From an optimization exercise on the open Yosys and OpenROAD flow, aimed at small area; shortcuts taken in it are not production practice. Only simulation tests tie the RTL to the original design; equivalence was not proved. Power figures rest on the tool's default switching activity, not on a simulated workload.

<file path="config.mk">
export PLATFORM = sky130hd
export DESIGN_NAME = fifo
export DESIGN_NICKNAME = fifo
export VERILOG_FILES = /design/flow/design.v
export SDC_FILE = /design/flow/constraint.sdc
export NUM_CORES = 4
export LEC_CHECK = 0
export CAP_MARGIN = 20
export CORE_MARGIN = 2
export CORE_UTILIZATION = 60
export CTS_BUF_LIST = sky130_fd_sc_hd__clkbuf_8
export CTS_CLUSTER_DIAMETER = 60
export CTS_CLUSTER_SIZE = 16
export SLEW_MARGIN = 20
export SYNTH_HIERARCHICAL = 1
export SYNTH_MINIMUM_KEEP_SIZE = 0
</file>
<file path="constraint.sdc">
create_clock -name core_clock -period 10.0 [get_ports {clk}]
set_input_delay 2.0000 -clock core_clock [delete_from_list [all_inputs] [get_ports {clk}]]
set_output_delay 2.0000 -clock core_clock [all_outputs]
set_load 0.01 [all_outputs]
</file>
<file path="design.v">
`timescale 1ns / 1ps
module fifo(
    input clk,rst,wr_en,re_en,
    input [7:0] data_in,
    output reg [7:0] data_out,
    output [7:0] count,
    output empty,full
    );
    reg [5:0] rd_ptr, wr_ptr;
    reg [6:0] cnt;
    genvar g, b;
    wire wr, rd;
    wire [6:0] cnt_next;
    assign count = {1'b0, cnt};
    assign full  = cnt[6];
    fifo_ctrl u_ctrl (.rst(rst), .wr_en(wr_en), .re_en(re_en), .cnt(cnt),
                      .wr(wr), .rd(rd), .empty(empty), .cnt_next(cnt_next));
    always @(posedge clk)
        cnt <= cnt_next;
    wire [5:0] wr_ptr_next, rd_ptr_next;
    fifo_ptr u_wptr (.rst(rst), .en(wr), .s(wr_ptr), .s_next(wr_ptr_next));
    fifo_ptr u_rptr (.rst(rst), .en(rd), .s(rd_ptr), .s_next(rd_ptr_next));
    always @(posedge clk) begin
        wr_ptr <= wr_ptr_next;
        rd_ptr <= rd_ptr_next;
    end
    wire [7:0] rlo_n, rhi_n, wlo_n, whi_n;
    wire wr_go, rst_n;
    fifo_inv  u_rstn (.a(rst), .y(rst_n));
    fifo_and2 u_wgo (.a(wr), .b(rst_n), .y(wr_go));
    fifo_dec3  u_rlo (.a(rd_ptr[2:0]), .y_n(rlo_n));
    fifo_dec3  u_rhi (.a(rd_ptr[5:3]), .y_n(rhi_n));
    fifo_dec3e u_wlo (.en(wr_go), .a(wr_ptr[2:0]), .y_n(wlo_n));
    fifo_dec3  u_whi (.a(wr_ptr[5:3]), .y_n(whi_n));
    wire [63:0] rsel;
    wire [7:0] row [0:63];
    generate
        for (g = 0; g < 64; g = g + 1) begin : g_row
            reg [7:0] q;
            wire [7:0] q_next;
            wire wsel, wsel_n;
            fifo_nor2 u_ws (.a(whi_n[g/8]), .b(wlo_n[g%8]), .y(wsel));
            fifo_inv u_wsn (.a(wsel), .y(wsel_n));
            fifo_nor2 u_rs (.a(rhi_n[g/8]), .b(rlo_n[g%8]), .y(rsel[g]));
            for (b = 0; b < 8; b = b + 1) begin : g_bit
                fifo_ao22 u_hold (.a0(wsel), .b0(data_in[b]),
                                  .a1(wsel_n), .b1(q[b]), .y(q_next[b]));
            end
            always @(posedge clk)
                q <= q_next;
            assign row[g] = q;
        end
    endgenerate
    wire [7:0] grp_n [0:21];
    wire [7:0] part [0:5];
    wire [7:0] dout_next;
    wire rld, rhd;
    fifo_ldhd u_rldhd (.en(rd), .rst(rst), .ld(rld), .hd(rhd));
    generate
        for (g = 0; g < 21; g = g + 1) begin : g_grp
            for (b = 0; b < 8; b = b + 1) begin : g_bit
                fifo_aoi222 u_sel (
                    .a0(row[3*g][b]),   .s0(rsel[3*g]),
                    .a1(row[3*g+1][b]), .s1(rsel[3*g+1]),
                    .a2(row[3*g+2][b]), .s2(rsel[3*g+2]),
                    .y(grp_n[g][b]));
            end
        end
        for (b = 0; b < 8; b = b + 1) begin : g_out
            fifo_nand2 u_sel (.a(row[63][b]), .b(rsel[63]), .y(grp_n[21][b]));
            fifo_nand4 u_p0 (.a(grp_n[0][b]),  .b(grp_n[1][b]),  .c(grp_n[2][b]),  .d(grp_n[3][b]),  .y(part[0][b]));
            fifo_nand4 u_p1 (.a(grp_n[4][b]),  .b(grp_n[5][b]),  .c(grp_n[6][b]),  .d(grp_n[7][b]),  .y(part[1][b]));
            fifo_nand4 u_p2 (.a(grp_n[8][b]),  .b(grp_n[9][b]),  .c(grp_n[10][b]), .d(grp_n[11][b]), .y(part[2][b]));
            fifo_nand4 u_p3 (.a(grp_n[12][b]), .b(grp_n[13][b]), .c(grp_n[14][b]), .d(grp_n[15][b]), .y(part[3][b]));
            fifo_nand3 u_p4 (.a(grp_n[16][b]), .b(grp_n[17][b]), .c(grp_n[18][b]), .y(part[4][b]));
            fifo_nand3 u_p5 (.a(grp_n[19][b]), .b(grp_n[20][b]), .c(grp_n[21][b]), .y(part[5][b]));
            fifo_dout u_dout (.p0(part[0][b]), .p1(part[1][b]), .p2(part[2][b]),
                              .p3(part[3][b]), .p4(part[4][b]), .p5(part[5][b]),
                              .ld(rld), .hd(rhd), .q(data_out[b]), .y(dout_next[b]));
        end
    endgenerate
    always @(posedge clk)
        data_out <= dout_next;
endmodule
module fifo_ctrl(input rst, wr_en, re_en, input [6:0] cnt,
                 output wr, rd, empty, output reg [6:0] cnt_next);
    assign empty = ~|cnt;
    assign wr = wr_en & ~cnt[6];
    assign rd = re_en & ~empty;
    reg u, d, flip;
    integer i;
    always @(*) begin
        u = wr & ~rd;
        d = rd & ~wr;
        for (i = 0; i < 7; i = i + 1) begin
            flip = u | d;
            cnt_next[i] = ~rst & (cnt[i] ^ flip);
            u = u & cnt[i];
            d = d & ~cnt[i];
        end
    end
endmodule
module fifo_ldhd(input en, rst, output ld, hd);
    wire en_n;
    fifo_inv  u_i (.a(en), .y(en_n));
    fifo_nor2 u_l (.a(en_n), .b(rst), .y(ld));
    fifo_nor2 u_h (.a(en), .b(rst), .y(hd));
endmodule
module fifo_ptr(input rst, en, input [5:0] s, output [5:0] s_next);
    wire ld, hd;
    wire fb = s[5] ^ s[4] ^ ~|s[4:0];
    fifo_ldhd u_ldhd (.en(en), .rst(rst), .ld(ld), .hd(hd));
    assign s_next = ({6{ld}} & {s[4:0], fb}) | ({6{hd}} & s);
endmodule
module fifo_dec3(input [2:0] a, output [7:0] y_n);
    wire [2:0] a_n;
    genvar k;
    generate
        for (k = 0; k < 3; k = k + 1) begin : g_inv
            fifo_inv u_i (.a(a[k]), .y(a_n[k]));
        end
        for (k = 0; k < 8; k = k + 1) begin : g_k
            fifo_nand3 u_n (.a(k & 1 ? a[0] : a_n[0]), .b(k & 2 ? a[1] : a_n[1]),
                            .c(k & 4 ? a[2] : a_n[2]), .y(y_n[k]));
        end
    endgenerate
endmodule
module fifo_dec3e(input en, input [2:0] a, output [7:0] y_n);
    wire [2:0] a_n;
    genvar k;
    generate
        for (k = 0; k < 3; k = k + 1) begin : g_inv
            fifo_inv u_i (.a(a[k]), .y(a_n[k]));
        end
        for (k = 0; k < 8; k = k + 1) begin : g_k
            fifo_nand4 u_n (.a(k & 1 ? a[0] : a_n[0]), .b(k & 2 ? a[1] : a_n[1]),
                            .c(k & 4 ? a[2] : a_n[2]), .d(en), .y(y_n[k]));
        end
    endgenerate
endmodule
module fifo_dout(input p0, p1, p2, p3, p4, p5, ld, hd, q, output y);
    wire n0, n1, n2, r;
    fifo_nor2  u_n0 (.a(p0), .b(p1), .y(n0));
    fifo_nor2  u_n1 (.a(p2), .b(p3), .y(n1));
    fifo_nor2  u_n2 (.a(p4), .b(p5), .y(n2));
    fifo_nand3 u_r  (.a(n0), .b(n1), .c(n2), .y(r));
    fifo_ao22  u_y  (.a0(ld), .b0(r), .a1(hd), .b1(q), .y(y));
endmodule
module fifo_and2(input a, b, output y);
    assign y = a & b;
endmodule
module fifo_inv(input a, output y);
    assign y = ~a;
endmodule
module fifo_ao22(input a0, b0, a1, b1, output y);
    assign y = (a0 & b0) | (a1 & b1);
endmodule
module fifo_nor2(input a, b, output y);
    assign y = ~(a | b);
endmodule
module fifo_nand2(input a, b, output y);
    assign y = ~(a & b);
endmodule
module fifo_nand3(input a, b, c, output y);
    assign y = ~(a & b & c);
endmodule
module fifo_nand4(input a, b, c, d, output y);
    assign y = ~(a & b & c & d);
endmodule
module fifo_aoi222(input a0, s0, a1, s1, a2, s2, output y);
    assign y = ~((a0 & s0) | (a1 & s1) | (a2 & s2));
endmodule
</file>
<file path="run.sh">
#!/bin/bash
# synth_recipe.tcl (not shown) runs the flow's synth.tcl, then flattens the netlist and writes it again
# the make line also repeats each setting of config.mk as NAME=value (left out here)
make -C /OpenROAD-flow-scripts/flow DESIGN_CONFIG=/design/flow/config.mk WORK_HOME=/design/flow/orfs CLKGATE_MAP_FILE= SYNTH_SCRIPT=/design/flow/synth_recipe.tcl finish
</file>
==> summary.txt <==
[per-module statistics from Yosys, one instance, submodules excluded, excerpt]
module | cells | times used | flops+latches
fifo_and2 | 1 | 1 | 0
fifo_ptr | 9 | 2 | 0
fifo_nand2 | 1 | 8 | 0
fifo_inv | 1 | 80 | 0
fifo_nand3 | 1 | 48 | 0
fifo_aoi222 | 1 | 168 | 0
fifo_ctrl | 39 | 1 | 0
fifo_nor2 | 1 | 158 | 0
fifo_ao22 | 1 | 520 | 0
fifo_nand4 | 1 | 40 | 0
fifo | 542 | 1 | 539
[worst register-to-register path: stages, from the launching register on]
cell,delay [ps]
dfxtp_1,360
nor2b_1,420
and2_1,350
nand4_1,850
nor2_1,840
inv_1,310
a22o_1,280
[kinds of logic (layout without fill, tap and decap cells)]
group | Yosys count | count (layout)
DFF | 539 | 539
AOI/OAI and AO/OA | 705 | 705
other | 1 | 1
and+or+nand+nor | 280 | 280
adders and majority gates | 2 | 2
buffers and inverters | 86 | 166
muxes | 3 | 3
xor gates and xnor gates | 6 | 6
[layout by cell type, fill, tap and decap left out, types with 2 or more instances in the layout]
cell type	count
a222oi_1	168
a22o_1	526
a22o_2	4
a32o_1	2
and2_1	2
buf_2	8
buf_4	8
clkbuf_8	41
clkdlybuf4s50_1	20
dfxtp_1	539
ha_1	2
inv_1	86
mux2i_1	2
nand2_1	11
nand3_1	48
nand4_1	41
nor2_1	165
nor2b_1	2
nor4_2	2
o21ai_0	2
or3_1	3
xnor2_1	3
xor2_1	3
[where the power goes]
part,switching [uW],internal (uW),total [uW],leakage (uW)
combinational,320,218,538,0.00270
sequential,94.5,2260,2350,0.00435
clock,665,376,1040,0.000329
[synthesized netlist by cell type]
cell / n / area (um2)
a222oi_1: 168 / 1682
a22o_1: 526 / 4607
a22o_2: 4 / 40.04
a22oi_1: 1 / 7.510
a31oi_1: 1 / 6.260
a32o_1: 2 / 20.02
and2_1: 2 / 12.51
buf_1: 1 / 3.750
buf_4: 2 / 15.01
buf_6: 1 / 11.26
conb_1: 1 / 3.750
dfxtp_1: 539 / 10790
ha_1: 2 / 25.02
inv_1: 82 / 307.8
mux2_4: 1 / 15.01
mux2i_1: 2 / 20.02
nand2_1: 11 / 41.29
nand2b_1: 1 / 6.260
nand3_1: 48 / 240.2
nand4_1: 41 / 256.5
nor2_1: 165 / 619.3
nor2_2: 1 / 6.260
nor2b_1: 2 / 12.51
nor3_2: 1 / 10.01
nor3b_1: 1 / 7.510
nor4_2: 2 / 25.02
o21ai_0: 2 / 10.01
o22ai_2: 1 / 12.51
or2_2: 1 / 6.260
or3_1: 3 / 18.77
or4b_4: 1 / 13.76
xnor2_1: 3 / 26.28
xor2_1: 3 / 26.28
[through the flow]
step | hold WS [ps] | setup slack [ps] | utilization, % | instances
2_1_floorplan | 439.1 | 6313 | - | 1622
3_3_place_gp | 452.2 | 4514 | 63.81 | 2050
3_5_place_dp | 452.6 | 4494 | 63.81 | 2050
4_1_cts | 478.4 | 5112 | 65.76 | 2098
5_1_grt | 491.8 | 4897 | 65.76 | 2098
6_report | 475.5 | 5002 | 65.76 | 2098
[final cells by class]
cell class / count / area, um2
Tap cell: 396 / 495.5
Inverter: 82 / 307.8
Clock inverter: 7 / 37.54
Timing Repair Buffer: 36 / 300.3
Clock buffer: 41 / 564.3
Multi-Input combinational cell: 997 / 7777
Fill cell: 2465 / 10560
Sequential cell: 539 / 10790
[sequential cells by signal, summed over array words and instances (netlist names)]
| name | flops |
|---|---|
| g_row.q | 512 |
| data_out | 8 |
| cnt | 7 |
| rd_ptr | 6 |
| wr_ptr | 6 |
[final timing paths]
| path | endpoint | start | slack (ps) |
|---|---|---|---|
| min reg2reg | g_row[63].q[2]$_DFF_P_ | g_row[63].q[2]$_DFF_P_ | 480 |
| min | g_row[63].q[2]$_DFF_P_ | g_row[63].q[2]$_DFF_P_ | 480 |
| max reg2reg | g_row[18].q[2]$_DFF_P_ | cnt[6]$_DFF_P_ | 6520 |
| max | g_row[18].q[2]$_DFF_P_ | wr_en | 5000 |
[per-layer routing]
| layer | global-route usage [%] | up-vias |
|---|---|---|
| met5 | 0 | - |
| met2 | 48.58 | 863 |
| met1 | 49.86 | 7390 |
| met4 | 10.96 | 0 |
| met3 | 4.834 | 123 |
| li1 | - | 6888 |
==> summary.txt <==
Worst path top cell family by delay simple AND/OR/NAND/NOR gates; DP Area 0.01967 mm2; Slew Limit Fails 0; met3 wire length 5.306 mm; PD cells 193.9 mW/mm2; TritonCTS clock tree done; Crit. path cell count 7; Starting DRT DRC Count 2333; DR vias 15.26k; Worst Hold Path Cells 1; die area 0.03295 mm2; adder-cell share of the synthesized area 0.1324%; final hold vios 0; Worst Hold Class reg -> reg; Req. time, crit path 10480 ps; yosys warns 8; Port Buffers 28; synthesized cell area 0.01891 mm2; Worst Reg-to-Reg Cells 6; Max Root-Sink Buffers 3; first-pass GRT wire length 85.59 mm; WL final 56.08 mm; WL met2 23.60 mm; Peak Freq 200.1 MHz; Max H-tree Level 2; Crit Path Max Fanout 9; slowest stage delay, CP 850 ps; Die Span Y 181.5 um; Final Instance Area 0.02027 mm2; DRT antenna net count 0; Max Cap Viol 0; routed len/inst 26.73 um; TritonCTS Buffers 40; Final TNS setup 0 ps; final-stage net count 1710; post-synthesis xor/xnor area fraction 0.2780%; GR Util All Layers 33.06%; # resized after CTS 0; period utilisation layout 49.98%; drt pass-1 iters 11; diode count 0; Slew @ Worst Pin 1037 ps; Root Driver clkbuf_8; Pwr Total 3932 uW; Worst setup EP type register; Clk pin slew, worst setup/hold paths 100 ps; Bufs and invs on worst path 2; multiplexer share of the synthesized area 0.1853%; P&R area growth vs syn 7.234%; clk_skew 36.54 ps; Core Area 0.03083 mm2; Vias per Instance 7.276; Seq/Total Area, Yosys 57.07%; Overflow after GRT 0; Leakage 0.007381 uW; fin crit period 4998 ps; chip width 181.5 um; initial antenna violation count 0; Synth Area in Compound Gates 33.77%; latest clock arrival within the worst-skew pair 600 ps; Cell Rows 64; crit path launch type primary input; Simple-Gate Fraction of Synth Area 6.750%; Initial Utilization 61.32%; largest net degree at the start of global routing 65; Setup Buffers After CTS 0; Yosys cell types 33; Final setup viols 0; Mapped Nets 1636; largest family of logic cells by synthesized area compound AO/OA/AOI/OAI gates; crit-path cells clkdlybuf4s50_1, nor2b_1, and2_1, nand4_1, nor2_1, inv_1, a22o_1; Synth Instances 1622; mean post-synth cell area 11.66 um2; Crit Path Class in -> reg; Slew headroom 30.86%; status timing/DRC/antenna clean; worst vdd ir 192.8 uV; Post-CTS Hold Buffers 0; Yosys reg bits 539; IO Pins 30; DP HPWL 35.06 mm; RSZ-0062 raised after global routing false; drt drc 0; vias in the first global route 13.96k; critical path arrival 5480 ps; GP Congestion 0.9684; CTS sink count 539; share of layout cells above drive strength 1 4.230%; slowest CP cell nand4_1; M1 wire length 25.29 mm; top layer in use met4

afterwards: timing with drivers on the ports:
The results above use ideal ports. As a check the final layout listed here was re-extracted and re-timed, cells and wires unchanged.
Step 1 assumes that a clkbuf_16 drives the clock port and a buf_2 every other input.
Step 2 times the ports against the registers' clock, not the clock port: input delays grow and output delays shrink by t, the midpoint of the rising clock arrivals with the driver on.
Three values: ideal, step 1, step 2; two values: the first two.
t, ns: 0.627
slack for setup (ns): 5.002 / 5.027 / 4.400
worst setup path after step 2: input to register
latest minus earliest clock arrival (ns): 0.037 / 0.038
worst register clock-pin slew, ns: 0.11 / 0.11
After both steps setup and hold are still met in this run. For this run, drivers alone change the setup slack by +0.025 ns; drivers and shift together by -0.602 ns.
